This design comes from an exercise in tuning for small area, a short achievable clock period and few clock cycles per item on the open sky130 flow, not from production work. Where RTL was checked, it was by simulation tests only, not by an equivalence proof against the original.

==> inputs of 07-01 <==
Design multiplierIEEE754_verilog, start of the top module:
module multiplierIEEE754_verilog(
    op1,
    op2,
    in_rdy,
    res,
    res_rdy,
    clk,
    rst
    );
    input  wire [31:0] op1, op2;
    input  wire clk, in_rdy, rst;
    output reg  [31:0] res;
    output reg  res_rdy;
    wire [7:0]  e1 = op1[30:23];
    wire [7:0]  e2 = op2[30:23];
    wire [22:0] f1 = op1[22:0];
    wire [22:0] f2 = op2[22:0];
    wire        s1 = op1[31];
    wire        s2 = op2[31];
    wire        s  = s1 ^ s2;
    wire e1_max = &e1, e2_max = &e2;
    wire e1_0 = ~|e1, e2_0 = ~|e2;
    wire f1_0 = ~|f1, f2_0 = ~|f2;
    wire nan1 = e1_max & ~f1_0;
    wire nan2 = e2_max & ~f2_0;
    wire inf1 = e1_max & f1_0;
    wire inf2 = e2_max & f2_0;
    wire zer1 = e1_0 & f1_0;
    wire zer2 = e2_0 & f2_0;
    wire [8:0]  sum   = {1'b0, e1} + {1'b0, e2};
    wire [8:0]  t0    = sum - 9'd127;              
    wire        under = (sum < 9'd127);
    wire        dn    = e1_0 | e2_0;               
    wire        rare  = under | dn;
    wire [47:0] np;
    mul24 u_mul(.a({~e1_0, f1}), .b({~e2_0, f2}), .rn(rare), .p(np));
    wire [47:0] p = ~np;
    wire p47 = p[47];
    wire [22:0] fd = e1_0 ? f1 : f2;
    reg  [4:0]  lead;
    integer i;
    always @(*) begin
        lead = 5'd0;
        for (i = 0; i < 23; i = i + 1)
            if (fd[i]) lead = i[4:0];
    end
    wire [4:0]  a     = dn ? lead : 5'd0;
    wire [9:0]  b     = 10'd149 - {1'b0, sum};    
    wire        extra = b[9] | ({4'd0, a} > b[8:0]);
    wire [5:0]  rsh   = extra ? {1'b0, a} : b[5:0];
    wire        flush = ~extra & (b[8:0] >= 9'd48);
    wire [48:0] pv  = {p, 1'b0};
    wire [56:0] sh5 = rsh[5] ? {32'd0, pv[48:32]} : {8'd0, pv};
    wire [40:0] sh4 = rsh[4] ? sh5[56:16] : sh5[40:0];
    wire [32:0] sh3 = flush ? 33'd0 : (rsh[3] ? sh4[40:8] : sh4[32:0]);
    reg         pend;
  ...
==> flow/config.mk <==
export PLATFORM = sky130hd
export DESIGN_NAME = multiplierIEEE754_verilog
export DESIGN_NICKNAME = multiplierIEEE754_verilog
export VERILOG_FILES = /design/flow/design.v
export SDC_FILE = /design/flow/constraint.sdc
export NUM_CORES = 4
export LEC_CHECK = 0
export ABC_AREA = 1
export CAP_MARGIN = 20
export CORE_MARGIN = 2
export CORE_UTILIZATION = 40
export SETUP_SLACK_MARGIN = 2.5
export SLEW_MARGIN = 20
export SYNTH_HIERARCHICAL = 1
==> flow/constraint.sdc <==
create_clock -name core_clock -period 12.0 [get_ports {clk}]
set_input_delay 2.4000 -clock core_clock [delete_from_list [all_inputs] [get_ports {clk}]]
set_output_delay 2.4000 -clock core_clock [all_outputs]
set_load 0.01 [all_outputs]
standard.sh (not shown) runs the stock make flow with config.mk's settings and CLKGATE_MAP_FILE= SYNTH_SCRIPT=/design/flow/synth_recipe.tcl, a recipe that flattens the netlist after the stock synthesis.
==> flow/flow/run.sh <==
#!/bin/bash
# The standard layout (the standard.sh, all of ORFS from synthesis to
# finish), except that the input and output ports are buffered with buf_4
# cells instead of the cell buffer_ports picks by itself.
set -euo pipefail
bash standard.sh "BUFFER_PORTS_ARGS=-buffer_cell sky130_fd_sc_hd__buf_4" finish > standard_flow.log 2>&1
==> inputs of 10-21, as changes to 07-01 <==
--- a/flow/design.v
+++ b/flow/design.v
@@ -49,28 +49,26 @@
     wire [9:0]  b     = 10'd149 - {1'b0, sum};    
     wire        extra = b[9] | ({4'd0, a} > b[8:0]);
     wire [5:0]  rsh   = extra ? {1'b0, a} : b[5:0];
     wire        flush = ~extra & (b[8:0] >= 9'd48);
     wire [48:0] pv  = {p, 1'b0};
     wire [56:0] sh5 = rsh[5] ? {32'd0, pv[48:32]} : {8'd0, pv};
     wire [40:0] sh4 = rsh[4] ? sh5[56:16] : sh5[40:0];
-    wire [32:0] sh3 = flush ? 33'd0 : (rsh[3] ? sh4[40:8] : sh4[32:0]);
+    wire [32:0] sh3 = rsh[3] ? sh4[40:8]  : sh4[32:0];
+    wire [28:0] sh2 = rsh[2] ? sh3[32:4]  : sh3[28:0];
+    wire [26:0] sh1 = rsh[1] ? sh2[28:2]  : sh2[26:0];
+    wire [25:0] sh0 = rsh[0] ? sh1[26:1]  : sh1[25:0];
+    wire [25:0] y   = flush ? 26'd0 : sh0;
+    wire        late  = extra & ~y[25];
+    wire [24:0] qr    = late ? y[24:0] : y[25:1];
     reg         pend;
-    reg  [32:0] sh3_r;
-    reg  [2:0]  rsh_r;
-    reg         extra_r;
-    reg  [7:0]  ab_r;
+    reg  [24:0] qr_r;
+    reg  [7:0]  eb_r;
     reg         s_r;
-    wire [28:0] sh2 = rsh_r[2] ? sh3_r[32:4] : sh3_r[28:0];
-    wire [26:0] sh1 = rsh_r[1] ? sh2[28:2]   : sh2[26:0];
-    wire [25:0] y   = rsh_r[0] ? sh1[26:1]   : sh1[25:0];
-    wire        late = extra_r & ~y[25];
-    wire [24:0] qr_r = late ? y[24:0] : y[25:1];
-    wire [7:0]  eb_r = ~extra_r ? 8'd0 : (late ? ab_r - 8'd1 : ab_r);
-    wire [7:0]  eb_p = ~extra_r ? 8'd1 : (late ? ab_r : ab_r + 8'd1);
+    wire [7:0]  eb_p = eb_r + 8'd1;
     wire [23:0] x  = pend ? qr_r[24:1] : p[47:24];
     wire        xc = pend ? qr_r[0] : (p[23] & p[22]);
     wire [24:0] q = {x, xc};
     wire [22:0] mr;
     wire        ovf;
     wire pc1;
     pnd u_pc1 (.a(q[1]), .b(q[0]), .y(pc1));
@@ -205,15 +203,17 @@
     assign mr[22] = x[22] ^ pc52;
     assign ovf = ~pc54;
     wire        sh  = pend | p47;
     wire [22:0] mm  = sh ? mr : p[45:23];
     wire [7:0]  tx0 = t0[7:0];
     wire [7:0]  tx1 = t0[7:0] + 8'd1;
     wire [7:0]  tx2 = t0[7:0] + 8'd2;
-    wire [7:0]  ab  = {3'd0, a} - b[7:0];      
+    wire [7:0]  ab  = {3'd0, a} - b[7:0];
+    wire [7:0]  abm = ab - 8'd1;
+    wire [7:0]  eb  = ~extra ? 8'd0 : (late ? abm : ab);
     wire [7:0]  te0 = pend ? eb_r : (p47 ? tx1 : tx0);
     wire [7:0]  te1 = pend ? eb_p : tx2;
     wire [7:0]  te  = ovf ? te1 : te0;
     wire special = nan1 | nan2 | inf1 | inf2 | zer1 | zer2 | (e1_0 & e2_0);
     wire slow    = rare & ~special;
     reg [31:0] r;
     always @(*) begin
@@ -228,19 +228,17 @@
         else if (inf1 | inf2)
             r = {s, 8'hFF, 23'd0};
         else
             r = {s, 31'd0};
     end
     always @(posedge clk) begin
         res  <= r;
-        sh3_r   <= sh3;
-        rsh_r   <= rsh[2:0];
-        extra_r <= extra;
-        ab_r    <= ab;
-        s_r     <= s;
+        qr_r <= qr;
+        eb_r <= eb;
+        s_r  <= s;
     end
     always @(posedge clk, posedge rst)
         if (rst) begin
             pend    <= 1'b0;
             res_rdy <= 1'b0;
         end else begin
             pend    <= in_rdy & slow;
- CORE_UTILIZATION: 40 -> 55
==> inputs of 06-25, as changes to 07-01 <==
--- a/flow/design.v
+++ b/flow/design.v
@@ -49,28 +49,26 @@
     wire [9:0]  b     = 10'd149 - {1'b0, sum};    
     wire        extra = b[9] | ({4'd0, a} > b[8:0]);
     wire [5:0]  rsh   = extra ? {1'b0, a} : b[5:0];
     wire        flush = ~extra & (b[8:0] >= 9'd48);
     wire [48:0] pv  = {p, 1'b0};
     wire [56:0] sh5 = rsh[5] ? {32'd0, pv[48:32]} : {8'd0, pv};
     wire [40:0] sh4 = rsh[4] ? sh5[56:16] : sh5[40:0];
-    wire [32:0] sh3 = flush ? 33'd0 : (rsh[3] ? sh4[40:8] : sh4[32:0]);
+    wire [32:0] sh3 = rsh[3] ? sh4[40:8]  : sh4[32:0];
+    wire [28:0] sh2 = rsh[2] ? sh3[32:4]  : sh3[28:0];
+    wire [26:0] sh1 = rsh[1] ? sh2[28:2]  : sh2[26:0];
+    wire [25:0] sh0 = rsh[0] ? sh1[26:1]  : sh1[25:0];
+    wire [25:0] y   = flush ? 26'd0 : sh0;
+    wire        late  = extra & ~y[25];
+    wire [24:0] qr    = late ? y[24:0] : y[25:1];
     reg         pend;
-    reg  [32:0] sh3_r;
-    reg  [2:0]  rsh_r;
-    reg         extra_r;
-    reg  [7:0]  ab_r;
+    reg  [24:0] qr_r;
+    reg  [7:0]  eb_r;
     reg         s_r;
-    wire [28:0] sh2 = rsh_r[2] ? sh3_r[32:4] : sh3_r[28:0];
-    wire [26:0] sh1 = rsh_r[1] ? sh2[28:2]   : sh2[26:0];
-    wire [25:0] y   = rsh_r[0] ? sh1[26:1]   : sh1[25:0];
-    wire        late = extra_r & ~y[25];
-    wire [24:0] qr_r = late ? y[24:0] : y[25:1];
-    wire [7:0]  eb_r = ~extra_r ? 8'd0 : (late ? ab_r - 8'd1 : ab_r);
-    wire [7:0]  eb_p = ~extra_r ? 8'd1 : (late ? ab_r : ab_r + 8'd1);
+    wire [7:0]  eb_p = eb_r + 8'd1;
     wire [23:0] x  = pend ? qr_r[24:1] : p[47:24];
     wire        xc = pend ? qr_r[0] : (p[23] & p[22]);
     wire [24:0] q = {x, xc};
     wire [22:0] mr;
     wire        ovf;
     wire pc1;
     pnd u_pc1 (.a(q[1]), .b(q[0]), .y(pc1));
@@ -205,15 +203,17 @@
     assign mr[22] = x[22] ^ pc52;
     assign ovf = ~pc54;
     wire        sh  = pend | p47;
     wire [22:0] mm  = sh ? mr : p[45:23];
     wire [7:0]  tx0 = t0[7:0];
     wire [7:0]  tx1 = t0[7:0] + 8'd1;
     wire [7:0]  tx2 = t0[7:0] + 8'd2;
-    wire [7:0]  ab  = {3'd0, a} - b[7:0];      
+    wire [7:0]  ab  = {3'd0, a} - b[7:0];
+    wire [7:0]  abm = ab - 8'd1;
+    wire [7:0]  eb  = ~extra ? 8'd0 : (late ? abm : ab);
     wire [7:0]  te0 = pend ? eb_r : (p47 ? tx1 : tx0);
     wire [7:0]  te1 = pend ? eb_p : tx2;
     wire [7:0]  te  = ovf ? te1 : te0;
     wire special = nan1 | nan2 | inf1 | inf2 | zer1 | zer2 | (e1_0 & e2_0);
     wire slow    = rare & ~special;
     reg [31:0] r;
     always @(*) begin
@@ -228,19 +228,17 @@
         else if (inf1 | inf2)
             r = {s, 8'hFF, 23'd0};
         else
             r = {s, 31'd0};
     end
     always @(posedge clk) begin
         res  <= r;
-        sh3_r   <= sh3;
-        rsh_r   <= rsh[2:0];
-        extra_r <= extra;
-        ab_r    <= ab;
-        s_r     <= s;
+        qr_r <= qr;
+        eb_r <= eb;
+        s_r  <= s;
     end
     always @(posedge clk, posedge rst)
         if (rst) begin
             pend    <= 1'b0;
             res_rdy <= 1'b0;
         end else begin
             pend    <= in_rdy & slow;
- ABC_AREA: 1 -> not set
==> notes <==
Flip-flop and latch count is the same in 06-25 and 10-21. Die area, highest first: 06-25, 07-01, 10-21. Synthesized cell count: 10-21 > 07-01 > 06-25. Clock-buffer cell count: 07-01 < 06-25 < 10-21. Worst setup slack: 06-25 < 10-21 < 07-01. The highest wire length belongs to 06-25, the lowest to 10-21. Final area, lowest first: 10-21, 07-01, 06-25.
==> figures <==
item                                                                06-25        10-21        07-01
Result of the run                                timing/DRC/antenna clean  timing/DRC/antenna clean  timing/DRC/antenna clean
Maximum clock frequency                                           100 MHz      107 MHz      108 MHz
Via count of the first global-routing pass                          22200        22000        21700
Global routing usage on met3                                       0.0691       0.0860       0.0497
Seq cells post-synth                                                   68           68           80
Share of the cycle needed by the critical path after routing        0.833        0.776        0.774
Number of post-CTS setup repair buffers                                35            8           30
Placement Cell Area                                           24200 sq um  23800 sq um  24000 sq um
Mux share of post-synthesis cell area                              0.0405      0.00211            0
Crit path time final                                              10.0 ns      9.31 ns      9.28 ns
Post-Synthesis Cells                                                 2562         2952         2917
Arrival time at the worst endpoint                               10.18 ns      9.55 ns      9.54 ns
Layout-stage area growth over the synthesis result                  16.2%        6.31%        12.5%
Half-perimeter wire length after detailed placement               57.9 mm      58.2 mm      58.9 mm
Routed met2 length                                                41.0 mm      37.3 mm      40.0 mm
Async SR Flop Fraction                                             0.0294       0.0294       0.0250
Testbench counts of 10-21, summed over its fixed seeds: cycles 6,488, items 3,200.
Testbench counts of 06-25, summed over its fixed seeds: cycles 6,488, items 3,200.
No functional check of the RTL was part of 07-01.

[afterwards: timing with drivers on the ports]
How much do the figures lean on ideal ports? The routed layouts below were timed once more, with nothing changed but the port constraints.
Step 1 (the two cells are an assumption about what drives the block):
set clk [get_ports {clk}]
set_driving_cell -lib_cell sky130_fd_sc_hd__clkbuf_16 $clk
set_driving_cell -lib_cell sky130_fd_sc_hd__buf_2 [delete_from_list [all_inputs] $clk]
Step 2 moves the port delays by t, midway between the first and last clock arrival at a register: inputs arrive t later, outputs are due t later. That takes back most of the time a late clock gives input paths.
Slacks: no drivers / after step 1 / after step 2; pairs: no drivers / after step 1.
run	t, ns	slack for setup (ns)	hold WS [ns]	worst register clock-pin slew, ns	worst slew at a driven data input, ns
07-01	0.390	2.718 / 2.584 / 2.194	0.472 / 0.472 / 0.472	0.07 / 0.07	0.26
10-21	0.396	2.690 / 2.668 / 2.272	0.579 / 0.579 / 0.579	0.07 / 0.07	0.09
06-25	0.374	2.001 / 1.921 / 1.547	0.459 / 0.459 / 0.459	0.06 / 0.06	0.22
After both steps every run listed still meets setup and hold. For 07-01, which loses most, drivers alone change the setup slack by -0.134 ns; drivers and shift together by -0.524 ns.
